From an optimization exercise on the open Yosys and OpenROAD flow, aimed at small area and a short achievable clock period; shortcuts taken in it are not production practice.
RTL that was checked went through simulation tests only; none was proved equivalent to the original.

// MAC_25
module MAC_25(
    input         sys_clk,
    input         sys_en,
    input         rst_n,
    input  [7:0]  data_in_a,
    input         sign_data_in_a,
    input  [7:0]  data_in_b,
    output [15:0] mul_output,
    output [24:0] mac_output
);
    wire [64:0] pp;
    wire [15:0] ra, rb, prod;
    wire [24:0] acc_next;
    reg  [24:0] acc;
    mac_pp u_pp(.data_in_a(data_in_a), .sign_data_in_a(sign_data_in_a), .data_in_b(data_in_b), .pp(pp));
    wire pp0_0 = pp[0];
    wire pp0_1 = pp[1];
    wire pp1_0 = pp[2];
    wire pp0_2 = pp[3];
    wire pp1_1 = pp[4];
    wire pp2_0 = pp[5];
    wire pp0_3 = pp[6];
    wire pp1_2 = pp[7];
    wire pp2_1 = pp[8];
    wire pp3_0 = pp[9];
    wire pp0_4 = pp[10];
    wire pp1_3 = pp[11];
    wire pp2_2 = pp[12];
    wire pp3_1 = pp[13];
    wire pp4_0 = pp[14];
    wire pp0_5 = pp[15];
    wire pp1_4 = pp[16];
    wire pp2_3 = pp[17];
    wire pp3_2 = pp[18];
    wire pp4_1 = pp[19];
    wire pp5_0 = pp[20];
  ...
export LEC_CHECK = 0
export CAP_MARGIN = 20
export CORE_MARGIN = 2
export CORE_UTILIZATION = 55
export SETUP_SLACK_MARGIN = 2.5
export SLEW_MARGIN = 20
export SYNTH_HIERARCHICAL = 1
export SYNTH_MINIMUM_KEEP_SIZE = 0
create_clock -name core_clock -period 12.0 [get_ports {sys_clk}]
standard.sh (not shown) runs the stock make flow with config.mk's settings and CLKGATE_MAP_FILE= SYNTH_SCRIPT=/design/flow/synth_recipe.tcl, a recipe that flattens the netlist after the stock synthesis.
==> flow/flow/run.sh <==
#!/bin/bash
set -euo pipefail
sed 's/yosys synth -nofsm -noshare/yosys synth -nofsm -noshare -noabc/' synth_recipe.tcl > my_synth.tcl
bash standard.sh "SYNTH_SCRIPT=$PWD/my_synth.tcl" "BUFFER_PORTS_ARGS=-buffer_cell sky130_fd_sc_hd__buf_1"  finish > standard.log 2>&1
The baseline passed the timing, design-rule and antenna checks.
Rerun with:
- SYNTH_HIERARCHICAL: 1 -> default
- SYNTH_MINIMUM_KEEP_SIZE: 0 -> default
After rerunning: The changed run finished with timing, DRC and antenna clean; hold slack loses 0.016 ns; fmax hardly moves; routed wire length went up by a few percent; final area grows slightly; critical path depth is unchanged; synthesized cell count decreases by roughly a tenth; die area is lower by roughly a tenth; via count goes up by a little under a tenth; cell count came out higher by a few percent; clock skew grows by 0.0037 ns.
No run of this note included a check of the RTL's function; only the layout flow was run.

* * *

## the reference run
MAC_25, a different RTL version from the one above (not shown whole).
For scale: ~320 cells after synthesis, ~25 flip-flops, about 0.0034 mm2 of cells after synthesis.
// MAC_25
module MAC_25(
    input         sys_clk,
    input         sys_en,
    input         rst_n,
    input  [7:0]  data_in_a,
    input         sign_data_in_a,
    input  [7:0]  data_in_b,
    output [15:0] mul_output,
    output [24:0] mac_output
);
    wire [64:0] pp;
    wire [15:0] ra, rb, prod;
    wire [24:0] acc_next;
    reg  [24:0] acc;
    mac_pp u_pp(.data_in_a(data_in_a), .sign_data_in_a(sign_data_in_a), .data_in_b(data_in_b), .pp(pp));
    mac_tree u_tree(.pp(pp), .ra(ra), .rb(rb));
    mac_cpa u_cpa(.ra(ra), .rb(rb), .prod(prod));
    mac_acc u_acc(.sys_en(sys_en), .acc(acc), .prod(prod), .acc_next(acc_next));
    assign mul_output = prod;
    always @(posedge sys_clk or negedge rst_n) begin
        if (!rst_n)
            acc <= 25'd0;
        else
            acc <= acc_next;
    end
    assign mac_output = acc;
endmodule
export LEC_CHECK = 0
export CAP_MARGIN = 20
export CORE_MARGIN = 2
export CORE_UTILIZATION = 40
export SETUP_SLACK_MARGIN = 2.65
export SLEW_MARGIN = 20
create_clock -name core_clock -period 12.0 [get_ports {sys_clk}]
==> flow/flow/run.sh <==
#!/bin/bash
set -euo pipefail
sed 's/yosys synth -nofsm -noshare/yosys synth -nofsm -noshare -noabc/' synth_recipe.tcl > my_synth.tcl
bash standard.sh "SYNTH_SCRIPT=$PWD/my_synth.tcl" "BUFFER_PORTS_ARGS=-buffer_cell sky130_fd_sc_hd__buf_1" finish > standard.log 2>&1
The reference run reached the final stage; the timing, design-rule and antenna checks on its layout passed.
The following lists how the trial run was set up differently from the reference run:
- SETUP_SLACK_MARGIN now 3, was 2.65
==> flow/flow/run.sh <==
#!/bin/bash
set -euo pipefail
sed 's/yosys synth -nofsm -noshare/yosys synth -nofsm -noshare -noabc/' synth_recipe.tcl > my_synth.tcl
DU="sky130_fd_sc_hd__probe_p_8 sky130_fd_sc_hd__probec_p_8 sky130_fd_sc_hd__lpflow_bleeder_1 sky130_fd_sc_hd__lpflow_clkbufkapwr_1 sky130_fd_sc_hd__lpflow_clkbufkapwr_16 sky130_fd_sc_hd__lpflow_clkbufkapwr_2 sky130_fd_sc_hd__lpflow_clkbufkapwr_4 sky130_fd_sc_hd__lpflow_clkbufkapwr_8 sky130_fd_sc_hd__lpflow_clkinvkapwr_1 sky130_fd_sc_hd__lpflow_clkinvkapwr_16 sky130_fd_sc_hd__lpflow_clkinvkapwr_2 sky130_fd_sc_hd__lpflow_clkinvkapwr_4 sky130_fd_sc_hd__lpflow_clkinvkapwr_8 sky130_fd_sc_hd__lpflow_decapkapwr_12 sky130_fd_sc_hd__lpflow_decapkapwr_3 sky130_fd_sc_hd__lpflow_decapkapwr_4 sky130_fd_sc_hd__lpflow_decapkapwr_6 sky130_fd_sc_hd__lpflow_decapkapwr_8 sky130_fd_sc_hd__lpflow_inputiso0n_1 sky130_fd_sc_hd__lpflow_inputiso0p_1 sky130_fd_sc_hd__lpflow_inputiso1n_1 sky130_fd_sc_hd__lpflow_inputiso1p_1 sky130_fd_sc_hd__lpflow_inputisolatch_1 sky130_fd_sc_hd__lpflow_isobufsrc_1 sky130_fd_sc_hd__lpflow_isobufsrc_16 sky130_fd_sc_hd__lpflow_isobufsrc_2 sky130_fd_sc_hd__lpflow_isobufsrc_4 sky130_fd_sc_hd__lpflow_isobufsrc_8 sky130_fd_sc_hd__lpflow_isobufsrckapwr_16 sky130_fd_sc_hd__lpflow_lsbuf_lh_hl_isowell_tap_1 sky130_fd_sc_hd__lpflow_lsbuf_lh_hl_isowell_tap_2 sky130_fd_sc_hd__lpflow_lsbuf_lh_hl_isowell_tap_4 sky130_fd_sc_hd__lpflow_lsbuf_lh_isowell_4 sky130_fd_sc_hd__lpflow_lsbuf_lh_isowell_tap_1 sky130_fd_sc_hd__lpflow_lsbuf_lh_isowell_tap_2 sky130_fd_sc_hd__lpflow_lsbuf_lh_isowell_tap_4 sky130_fd_sc_hd__ha_1 sky130_fd_sc_hd__ha_2 sky130_fd_sc_hd__ha_4"
bash standard.sh "SYNTH_SCRIPT=$PWD/my_synth.tcl" "DONT_USE_CELLS=$DU" "BUFFER_PORTS_ARGS=-buffer_cell sky130_fd_sc_hd__buf_1" finish > standard.log 2>&1
### Flow results
- No run among the reference run and the trial run stopped early or left any final violation; all are clean.
- The reference run → the trial run: fraction of final layout cells sized beyond drive strength 1 up 12 points.
- Taking the reference run as the reference, in the trial run chip height +about 8%, post-layout worst setup margin +77 ps.
- | worst slew margin relative to its limit | the trial run vs the reference run | worse |
- Delta (the trial run minus the reference run): arithmetic-cell share of the synthesized area counting full adders, half adders and majority gates has decreased, share of flip-flops with an asynchronous set or reset barely changed, number of gates resized after CTS up 55.

-- what the ideal ports hide --
The flow's constraints put no driver on any port. The routed layouts listed below were extracted and timed again, unchanged, in two steps.
Step 1 (the two cells are an assumption about what drives the block):
set clk [get_ports {sys_clk}]
set_driving_cell -lib_cell sky130_fd_sc_hd__clkbuf_16 $clk
set_driving_cell -lib_cell sky130_fd_sc_hd__buf_2 [delete_from_list [all_inputs] $clk]
Step 2, shift: input delay + t, output delay - t, t = (earliest + latest rising clock arrival at the registers) / 2. This alone moves slack from input paths to output paths.
a / b / c = ideal / step 1 / step 2; a / b = the first two.
| run | t, ns | setup slack, ns | clock arrival spread, ns | cell pins on the clock port's net |
|---|---|---|---|---|
| the first run of note 1 | 0.292 | 2.754 / 2.727 / 2.695 | 0.004 / 0.004 | 1 |
| the second run of note 1 | 0.295 | 2.731 / 2.705 / 2.705 | 0.008 / 0.008 | 1 |
| the reference run | 0.296 | 2.848 / 2.822 / 2.686 | 0.002 / 0.002 | 1 |
| the trial run | 0.298 | 2.925 / 2.834 / 2.834 | 0.007 / 0.007 | 1 |
After both steps setup and hold are still met in every run listed. For the reference run, which loses most, drivers alone change the setup slack by -0.026 ns; drivers and shift together by -0.162 ns.
